What follows belongs to an exercise in optimizing a design on an open flow for a short achievable clock period and few clock cycles; a production flow would make more cautious choices.
Where RTL was checked, it was by simulation tests only, not by an equivalence proof against the original.

==> flow/design.v <==
module ks_add #(parameter W = 20) (
 input  [W-1:0] a,
 input  [W-1:0] b,
 output [W-1:0] s
);
 localparam L = $clog2(W);
 wire [W-1:0] g [0:L];
 wire [W-1:0] p [0:L];
 assign g[0] = a & b;
 assign p[0] = a ^ b;
 genvar l, i;
 generate
  for (l = 0; l < L; l = l + 1) begin : lvl
   for (i = 0; i < W; i = i + 1) begin : col
    if (i >= (1 << l)) begin : comb
     assign g[l+1][i] = g[l][i] | (p[l][i] & g[l][i-(1<<l)]);
     assign p[l+1][i] = p[l][i] & p[l][i-(1<<l)];
    end else begin : thru
     assign g[l+1][i] = g[l][i];
     assign p[l+1][i] = p[l][i];
    end
   end
  end
 endgenerate
 assign s = p[0] ^ {g[L][W-2:0], 1'b0};
endmodule
module cmp_signed #(parameter W = 20) (
 input  [W-1:0] a,
 input  [W-1:0] b,
 output lt,
 output eq
);
 localparam L = $clog2(W);
 localparam N = 1 << L;
 wire [N-1:0] l0, e0;
 assign l0[W-1] = a[W-1] & ~b[W-1];
 assign l0[W-2:0] = ~a[W-2:0] & b[W-2:0];
 assign e0[W-1:0] = ~(a ^ b);
 generate
  if (N > W) begin : padding
   assign l0[N-1:W] = {(N-W){1'b0}};
   assign e0[N-1:W] = {(N-W){1'b1}};
  end
 endgenerate
 wire [N-1:0] lv [0:L];
 wire [N-1:0] ev [0:L];
 assign lv[0] = l0;
 assign ev[0] = e0;
 genvar k, j;
 generate
  for (k = 0; k < L; k = k + 1) begin : lvl
   for (j = 0; j < (N >> (k + 1)); j = j + 1) begin : node
    assign lv[k+1][j] = lv[k][2*j+1] | (ev[k][2*j+1] & lv[k][2*j]);
    assign ev[k+1][j] = ev[k][2*j+1] & ev[k][2*j];
   end
   if ((N >> (k + 1)) < N) begin : rest
    assign lv[k+1][N-1:(N >> (k + 1))] = {(N - (N >> (k + 1))){1'b0}};
    assign ev[k+1][N-1:(N >> (k + 1))] = {(N - (N >> (k + 1))){1'b0}};
   end
  end
 endgenerate
 assign lt = lv[L][0];
 assign eq = ev[L][0];
endmodule
module CPU(
 input clk,
 input rst,
 output [9:0] imem_addr,
 input  [19:0] imem_rdata,
 output [9:0] dmem_addr,
 output [19:0] dmem_wdata,
 output dmem_we,
 input  [19:0] dmem_rdata
);
 reg  [9:0] fpc;           
 reg        dv;            
 reg  [9:0] dpc, dpc1;     
 assign imem_addr = fpc;
 wire [9:0] fpc_inc = fpc + 10'd1;
 wire [19:0] di = imem_rdata;
 wire [3:0]  dop = di[19:16];
 wire d_jump = dop == 4'h8;
 wire d_br   = dop[3] & (dop[2] | (dop[1] & dop[0]));
 wire d_back = d_br & di[7];
 wire [9:0] d_jt, d_bt;
 ks_add #(10) d_jadd (.a(dpc1), .b(di[9:0]), .s(d_jt));
 ks_add #(10) d_badd (.a(dpc1), .b({{5{di[7]}}, di[7:3]}), .s(d_bt));
 reg  [19:0] ir;
 reg         rv;           
 reg  [9:0]  rpc, rpc1;
 reg         rhold;        
 reg         r_bp;         
 reg         r_fb;         
 wire [3:0]  rop = ir[19:16];
 wire r_alu = ~rop[3];
 wire r_jmp = rop == 4'h8;
 wire r_ld  = rop == 4'h9;
 wire r_st  = rop == 4'hA;
 wire r_br  = rop[3] & (rop[2] | (rop[1] & rop[0]));
 wire r_fbv = rv & r_fb;
 wire [3:0] ra_addr = rop[3] ? ir[15:12] : ir[11:8];
 wire [3:0] rb_addr = rop[3] ? ir[11:8]  : ir[7:4];
 wire [9:0] r_bt, r_jt;
 ks_add #(10) r_badd (.a(rpc1), .b({{5{ir[7]}}, ir[7:3]}), .s(r_bt));
 ks_add #(10) r_jadd (.a(rpc1), .b(ir[9:0]), .s(r_jt));
 wire [9:0] r_succ = r_jmp ? r_jt : rpc1;
 wire d_alu = ~dop[3];
 wire d_st  = dop == 4'hA;
 wire [3:0] d_aa = dop[3] ? di[15:12] : di[11:8];
 wire [3:0] d_ba = dop[3] ? di[11:8]  : di[7:4];
 wire d_usea = d_alu | d_st | d_br;
 wire d_useb = (d_alu & ~dop[0]) | d_br;
 wire d_lu = dv & rv & ~rhold & r_ld &
             ((d_usea & (d_aa == ir[15:12])) | (d_useb & (d_ba == ir[15:12])));
 wire d_jr = dv & d_jump & ~r_fbv;              
 wire d_bk = dv & d_back & ~r_fbv;              
 reg  [19:0] ea, eb;
 reg         ev, e_wr, e_ld, e_br, e_bp;
 reg  [3:0]  e_dst;
 reg  [3:0]  e_fs;         
 reg  [2:0]  e_nzp;
 reg  [9:0]  e_t, e_f;     
 reg  [9:0]  dma;
 reg  [19:0] dmw;
 reg         dmwe;
 assign dmem_addr  = dma;
 assign dmem_wdata = dmw;
 assign dmem_we    = dmwe;
 wire [19:0] e_sum;
 ks_add #(20) e_add (.a(ea), .b(eb), .s(e_sum));
 wire [19:0] e_res = ({20{e_fs[0]}} & e_sum) | ({20{e_fs[1]}} & (ea & eb)) |
                     ({20{e_fs[2]}} & (ea | eb)) | ({20{e_fs[3]}} & (ea ^ eb));
 wire e_lt, e_eq;
 cmp_signed #(20) e_cmp (.a(ea), .b(eb), .lt(e_lt), .eq(e_eq));
 wire e_gt = ~e_lt & ~e_eq;
 wire e_taken = (e_nzp[2] & e_lt) | (e_nzp[1] & e_eq) | (e_nzp[0] & e_gt);
 wire e_act = ev & e_br;
 wire rt_hit = rv & (rpc == e_t), rf_hit = rv & (rpc == e_f);
 wire dt_hit = dv & (dpc == e_t), df_hit = dv & (dpc == e_f);
 wire ft_hit = fpc == e_t,        ff_hit = fpc == e_f;
 wire r_hit = e_taken ? rt_hit : rf_hit;
 wire d_hit = (e_taken ? dt_hit : df_hit) & ~r_fbv;
 wire f_hit = e_taken ? ft_hit : ff_hit;
 wire fb_nt = e_bp & ~e_taken & r_hit;           
 wire killR = e_act & ~r_hit;
 wire killD = e_act & (fb_nt | (~r_hit & ~d_hit));
 wire e_keepf = e_act & ~r_hit & ~d_hit & f_hit;
 wire e_redir = e_act & (fb_nt | (~r_hit & ~d_hit & ~f_hit));
 wire [9:0] e_addr = fb_nt ? r_succ : (e_taken ? e_t : e_f);
 reg  [19:0] w_res;
 reg         w_wr, w_ld;
 reg  [3:0]  w_dst;
 wire [19:0] w_val = w_ld ? dmem_rdata : w_res;
 reg [19:0] rf [0:15];
 integer i;
 always @(posedge clk) begin
  if (rst) begin
   for (i = 0; i < 16; i = i + 1) rf[i] <= 20'd0;
  end else if (w_wr) begin
   rf[w_dst] <= w_val;
  end
 end
 wire e_fwd = ev & e_wr & ~e_ld;
 wire [19:0] fa = (e_fwd & (e_dst == ra_addr)) ? e_res :
                  (w_wr & (w_dst == ra_addr)) ? w_val : rf[ra_addr];
 wire [19:0] fb = (e_fwd & (e_dst == rb_addr)) ? e_res :
                  (w_wr & (w_dst == rb_addr)) ? w_val : rf[rb_addr];
 wire r_go = rv & ~rhold & ~killR;      
 always @(posedge clk) begin
  if (rst) begin
   fpc <= 10'd1;           
   dv <= 1'b1;
   dpc <= 10'd0; dpc1 <= 10'd1;
   rv <= 1'b0; rhold <= 1'b0; r_bp <= 1'b0; r_fb <= 1'b0;
   ir <= 20'd0; rpc <= 10'd0; rpc1 <= 10'd0;
   ev <= 1'b0;
   e_wr <= 1'b0; e_ld <= 1'b0; e_br <= 1'b0; e_bp <= 1'b0;
   e_dst <= 4'd0; e_fs <= 4'd0; e_nzp <= 3'd0; e_t <= 10'd0; e_f <= 10'd0;
   ea <= 20'd0; eb <= 20'd0;
   dma <= 10'd0; dmw <= 20'd0; dmwe <= 1'b0;
   w_res <= 20'd0; w_wr <= 1'b0; w_ld <= 1'b0; w_dst <= 4'd0;
  end else begin
   dpc <= fpc;
   dpc1 <= fpc_inc;
   if (e_redir) begin
    fpc <= e_addr;
    dv <= 1'b0;
   end else if (e_keepf) begin
    fpc <= fpc_inc;
    dv <= 1'b1;
   end else if (d_jr) begin
    fpc <= d_jt;
    dv <= 1'b0;
   end else if (d_bk) begin
    fpc <= d_bt;
    dv <= ~d_lu;
   end else if (d_lu) begin
    dv <= 1'b0;
   end else begin
    fpc <= fpc_inc;
    dv <= 1'b1;
   end
   rhold <= d_lu & ~killD;
   if (!rhold) begin
    ir <= di;
    rpc <= dpc;
    rpc1 <= dpc1;
    rv <= dv & ~killD & ~(d_jump & ~r_fbv);
    r_bp <= d_bk;
    r_fb <= d_bk & ~d_lu;
   end
   ev <= r_go;
   e_wr <= r_go & (r_alu | r_ld);
   e_ld <= r_ld;
   e_br <= r_br;
   e_bp <= r_bp;
   e_dst <= ir[15:12];
   e_fs <= r_alu ? (4'b0001 << rop[2:1]) : 4'b0000;
   e_nzp <= ir[2:0];
   e_t <= r_bt;
   e_f <= rpc1;
   ea <= fa;
   eb <= (r_alu & rop[0]) ? {{12{ir[7]}}, ir[7:0]} : fb;
   if (r_ld | r_st) dma <= ir[9:0];
   if (r_st) dmw <= fa;
   dmwe <= r_go & r_st;
   w_res <= e_res;
   w_wr <= e_wr;
   w_ld <= e_ld;
   w_dst <= e_dst;
  end
 end
endmodule
Settings: LEC_CHECK=0, ABC_CLOCK_PERIOD_IN_PS=2200, CAP_MARGIN=20, CORE_MARGIN=2, CORE_UTILIZATION=40, SETUP_SLACK_MARGIN=4.8, SLEW_MARGIN=20, TNS_END_PERCENT=100; clock period 7.0 ns.
run.sh (not shown) runs the stock make flow with config.mk's settings and CLKGATE_MAP_FILE= SYNTH_SCRIPT=/design/flow/synth_recipe.tcl, a recipe that flattens the netlist after the stock synthesis.
Change:
--- a/flow/design.v
+++ b/flow/design.v
@@ -135,18 +135,21 @@
  wire e_gt = ~e_lt & ~e_eq;
  wire e_taken = (e_nzp[2] & e_lt) | (e_nzp[1] & e_eq) | (e_nzp[0] & e_gt);
  wire e_act = ev & e_br;
- wire rt_hit = rv & (rpc == e_t), rf_hit = rv & (rpc == e_f);
- wire dt_hit = dv & (dpc == e_t), df_hit = dv & (dpc == e_f);
- wire ft_hit = fpc == e_t,        ff_hit = fpc == e_f;
- wire r_hit = e_taken ? rt_hit : rf_hit;
- wire d_hit = (e_taken ? dt_hit : df_hit) & ~r_fbv;
- wire f_hit = e_taken ? ft_hit : ff_hit;
- wire fb_nt = e_bp & ~e_taken & r_hit;           
- wire killR = e_act & ~r_hit;
- wire killD = e_act & (fb_nt | (~r_hit & ~d_hit));
- wire e_keepf = e_act & ~r_hit & ~d_hit & f_hit;
- wire e_redir = e_act & (fb_nt | (~r_hit & ~d_hit & ~f_hit));
- wire [9:0] e_addr = fb_nt ? r_succ : (e_taken ? e_t : e_f);
+ wire rt_hit = rv & (rpc == e_t), rn_hit = rv & (rpc == e_f);
+ wire dt_hit = dv & ~r_fbv & (dpc == e_t), dn_hit = dv & ~r_fbv & (dpc == e_f);
+ wire ft_hit = fpc == e_t,        fn_hit = fpc == e_f;
+ wire fbn = e_bp & rn_hit;         
+ wire killR_t = e_act & ~rt_hit;
+ wire killR_n = e_act & ~rn_hit;
+ wire killD_t = e_act & ~rt_hit & ~dt_hit;
+ wire killD_n = e_act & (fbn | (~rn_hit & ~dn_hit));
+ wire keepf_t = e_act & ~rt_hit & ~dt_hit & ft_hit;
+ wire keepf_n = e_act & ~fbn & ~rn_hit & ~dn_hit & fn_hit;
+ wire redir_t = e_act & ~rt_hit & ~dt_hit & ~ft_hit;
+ wire redir_n = e_act & (fbn | (~rn_hit & ~dn_hit & ~fn_hit));
+ wire [9:0] addr_n = fbn ? r_succ : e_f;
+ wire killR = e_taken ? killR_t : killR_n;
+ wire killD = e_taken ? killD_t : killD_n;
  reg  [19:0] w_res;
  reg         w_wr, w_ld;
  reg  [3:0]  w_dst;
@@ -166,6 +169,12 @@
  wire [19:0] fb = (e_fwd & (e_dst == rb_addr)) ? e_res :
                   (w_wr & (w_dst == rb_addr)) ? w_val : rf[rb_addr];
  wire r_go = rv & ~rhold & ~killR;      
+ wire [9:0] fpc_d = d_jr ? d_jt : d_bk ? d_bt : d_lu ? fpc : fpc_inc;
+ wire       dv_d  = d_jr ? 1'b0 : d_bk ? ~d_lu : ~d_lu;
+ wire [9:0] fpc_t = redir_t ? e_t    : keepf_t ? fpc_inc : fpc_d;
+ wire [9:0] fpc_n = redir_n ? addr_n : keepf_n ? fpc_inc : fpc_d;
+ wire       dv_t  = redir_t ? 1'b0 : keepf_t ? 1'b1 : dv_d;
+ wire       dv_n  = redir_n ? 1'b0 : keepf_n ? 1'b1 : dv_d;
  always @(posedge clk) begin
   if (rst) begin
    fpc <= 10'd1;           
@@ -182,24 +191,8 @@
   end else begin
    dpc <= fpc;
    dpc1 <= fpc_inc;
-   if (e_redir) begin
-    fpc <= e_addr;
-    dv <= 1'b0;
-   end else if (e_keepf) begin
-    fpc <= fpc_inc;
-    dv <= 1'b1;
-   end else if (d_jr) begin
-    fpc <= d_jt;
-    dv <= 1'b0;
-   end else if (d_bk) begin
-    fpc <= d_bt;
-    dv <= ~d_lu;
-   end else if (d_lu) begin
-    dv <= 1'b0;
-   end else begin
-    fpc <= fpc_inc;
-    dv <= 1'b1;
-   end
+   fpc <= e_taken ? fpc_t : fpc_n;
+   dv <= e_taken ? dv_t : dv_n;
    rhold <= d_lu & ~killD;
    if (!rhold) begin
     ir <= di;
After rerunning: Synthesized area grows by 2.3%; routed wire length grows by 19%; maximum frequency grows by 30%; via count grows by 9.8%; cell count grows by 3.3%; global-route usage grows by 3.2 points; count of clock-buffer cells in the layout shrinks by 2; die area grows by 2.3%.
No run of this note included a check of the RTL's function; only the layout flow was run.

========
== run a ==
CPU, a different RTL version from the one above (not shown whole).
Size: roughly 2900 cells after synthesis, roughly 600 flip-flops, roughly 83 I/O pins, roughly 32000 um2 of cells after synthesis.
Settings: LEC_CHECK=0, ABC_CLOCK_PERIOD_IN_PS=2200, CAP_MARGIN=20, CORE_MARGIN=2, CORE_UTILIZATION=40, SETUP_SLACK_MARGIN=4.8, SLEW_MARGIN=20, TNS_END_PERCENT=100; clock period 7.0 ns.
standard.sh (not shown) runs the stock make flow with config.mk's settings and CLKGATE_MAP_FILE= SYNTH_SCRIPT=/design/flow/synth_recipe.tcl, a recipe that flattens the netlist after the stock synthesis.
==> flow/flow/run.sh <==
#!/bin/bash
# Standard layout, with the port buffers made from a stronger buffer cell
# than the one ORFS picks by default (a slow delay buffer).
set -e
export BUFFER_PORTS_ARGS="-buffer_cell sky130_fd_sc_hd__buf_8"
bash standard.sh > standard.log 2>&1
Here is what was changed in the inputs of run b compared with run a.
--- a/flow/design.v
+++ b/flow/design.v
@@ -165,24 +165,23 @@
  reg [19:0] rf [0:15];
  integer i;
  always @(posedge clk) begin
   if (rst) begin
    for (i = 0; i < 16; i = i + 1) rf[i] <= 20'd0;
   end else if (w_wr) begin
    rf[w_dst] <= w_val;
   end
  end
- reg  fe_a, fe_b, fw_a, fw_b;
- wire e_fwd = e_wr & ~e_ld;
- wire [19:0] fa = (e_fwd & fe_a) ? e_res : (w_wr & fw_a) ? w_val : rf[ra_addr];
- wire [19:0] fb = (e_fwd & fe_b) ? e_res : (w_wr & fw_b) ? w_val : rf[rb_addr];
- wire [3:0] d_ra = dop[3] ? di[15:12] : di[11:8];
- wire [3:0] d_rb = dop[3] ? di[11:8]  : di[7:4];
+ wire e_fwd = ev & e_wr & ~e_ld;
+ wire [19:0] fa = (e_fwd & (e_dst == ra_addr)) ? e_res :
+                  (w_wr & (w_dst == ra_addr)) ? w_val : rf[ra_addr];
+ wire [19:0] fb = (e_fwd & (e_dst == rb_addr)) ? e_res :
+                  (w_wr & (w_dst == rb_addr)) ? w_val : rf[rb_addr];
  wire r_go_t = rv & ~rhold & ~killR_t;   
  wire r_go_n = rv & ~rhold & ~killR_n;
  wire r_wr = r_alu | r_ld;
  wire rv_in = dv & ~(d_jump & ~r_fbv);
  wire rv_t = rhold ? rv : rv_in & ~killD_t;
  wire rv_n = rhold ? rv : rv_in & ~killD_n;
  wire rh_t = d_lu & ~killD_t;
  wire rh_n = d_lu & ~killD_n;
  wire rh_refetch = rhold & dv;
@@ -190,30 +189,29 @@
  wire ovr_n = redir_n | keepf_n;
  wire [9:0] val_t = redir_t ? e_t : fpc_inc;
  wire [9:0] val_n = redir_n ? addr_n : fpc_inc;
  wire       dvv_t = keepf_t;
  wire       dvv_n = keepf_n;
  wire s_j = ~rh_refetch & d_jr;
  wire s_b = ~rh_refetch & ~d_jr & d_bk;
  wire [9:0] d_oth = rh_refetch ? dpc : fpc_inc;
  wire [9:0] fpc_d = ({10{s_j}} & d_jt) | ({10{s_b}} & d_bt) | ({10{~s_j & ~s_b}} & d_oth);
+ wire       dv_d  = ~rh_refetch & ~d_jr & ~(d_bk & d_lu);
  wire [9:0] fpc_nt = ovr_t ? val_t : fpc_d;
  wire [9:0] fpc_nn = ovr_n ? val_n : fpc_d;
  wire [9:0] fpc_next = e_taken ? fpc_nt : fpc_nn;
- wire       dv_d  = ~rh_refetch & ~d_jr;
  wire       dv_next  = e_taken ? (ovr_t ? dvv_t : dv_d) : (ovr_n ? dvv_n : dv_d);
  always @(posedge clk) begin
   if (rst) begin
    fpc <= 10'd1;           
    dv <= 1'b1;
    dpc <= 10'd0; dpc1 <= 10'd1; dhi_p1 <= 5'd1; dhi_m1 <= 5'd31;
    ra_addr <= 4'd0; rb_addr <= 4'd0;
-   fe_a <= 1'b0; fe_b <= 1'b0; fw_a <= 1'b0; fw_b <= 1'b0;
    rv <= 1'b0; rhold <= 1'b0; r_bp <= 1'b0; r_fb <= 1'b0;
    ir <= 20'd0; rpc <= 10'd0; rpc1 <= 10'd0;
    ev <= 1'b0;
    e_wr <= 1'b0; e_ld <= 1'b0; e_br <= 1'b0; e_bp <= 1'b0;
    e_dst <= 4'd0; e_fs <= 4'd0; e_nzp <= 3'd0; e_t <= 10'd0; e_f <= 10'd0;
    ea <= 20'd0; eb <= 20'd0; ca <= 20'd0; cb <= 20'd0;
    dma <= 10'd0; dmw <= 20'd0; dmwe <= 1'b0;
    w_res <= 20'd0; w_wr <= 1'b0; w_ld <= 1'b0; w_dst <= 4'd0;
   end else begin
@@ -221,35 +219,24 @@
    dpc1 <= fpc_inc;
    dhi_p1 <= fpc_inc[9:5] + 5'd1;
    dhi_m1 <= fpc_inc[9:5] - 5'd1;
    fpc <= fpc_next;
    dv <= dv_next;
    rhold <= e_taken ? rh_t : rh_n;
    rv <= e_taken ? rv_t : rv_n;
    if (!rhold) begin
     ir <= di;
-    ra_addr <= d_ra;
-    rb_addr <= d_rb;
+    ra_addr <= dop[3] ? di[15:12] : di[11:8];
+    rb_addr <= dop[3] ? di[11:8]  : di[7:4];
     rpc <= dpc;
     rpc1 <= dpc1;
     r_bp <= d_bk;
     r_fb <= d_bk & ~d_lu;
-   end
-   if (!rhold) begin
-    fe_a <= r_wr & (ir[15:12] == d_ra);
-    fe_b <= r_wr & (ir[15:12] == d_rb);
-    fw_a <= e_dst == d_ra;
-    fw_b <= e_dst == d_rb;
-   end else begin
-    fe_a <= 1'b0;
-    fe_b <= 1'b0;
-    fw_a <= e_dst == ra_addr;
-    fw_b <= e_dst == rb_addr;
    end
    ev <= e_taken ? r_go_t : r_go_n;
    e_wr <= e_taken ? r_go_t & r_wr : r_go_n & r_wr;
    e_ld <= r_ld;
    e_br <= r_br;
    e_bp <= r_bp;
    e_dst <= ir[15:12];
    e_fs <= r_alu ? (4'b0001 << rop[2:1]) : 4'b0000;
    e_nzp <= ir[2:0];
Results
- Compared with run a, in run b design area saw little to no change; worst slew margin relative to its limit saw a decrease; count of multi-input gates saw an increase; wire length of the first global-routing pass saw an increase; register fraction of the total cell area saw a decrease.
- Looking at layout buffer count excluding clock buffers, run b sits about 5% lower than run a does.
- Run b against run a: number of buffer and inverter stages on the critical path -1; shortest clock period the worst path allows after layout -0.12 ns.
Testbench counts of run b, summed over its fixed seeds: cycles 23,217.
Only the layout flow was run in run a; the RTL was not checked for function there.

==> static timing again, ports no longer ideal <==
How much do the figures lean on ideal ports? The routed layouts below were timed once more, with nothing changed but the port constraints. Step 1: set_driving_cell puts a clkbuf_16 on clk and a buf_2 on each other input, an assumption about the parent block. Step 2 times the ports against the registers' clock, not the clock port: input delays grow and output delays shrink by t, the midpoint of the rising clock arrivals with the driver on. a / b / c = no drivers / after step 1 / after step 2; a / b = the first two.
run | t, ns | slack for setup (ns) | clock arrival spread, ns | worst register clock-pin slew, ns | cell pins on the clock port's net
the first run of note 1 | 0.714 | 2.974 / 2.974 / 2.408 | 0.081 / 0.081 | 0.07 / 0.07 | 1
the second run of note 1 | 0.745 | 3.896 / 3.896 / 3.215 | 0.090 / 0.090 | 0.07 / 0.07 | 1
run a | 0.694 | 3.973 / 3.973 / 3.407 | 0.043 / 0.043 | 0.07 / 0.07 | 1
run b | 0.722 | 4.092 / 4.092 / 3.402 | 0.061 / 0.061 | 0.08 / 0.08 | 1
After both steps setup and hold are still met in every run listed. For run b, which loses most, drivers alone change the setup slack by 0.000 ns; drivers and shift together by -0.690 ns.
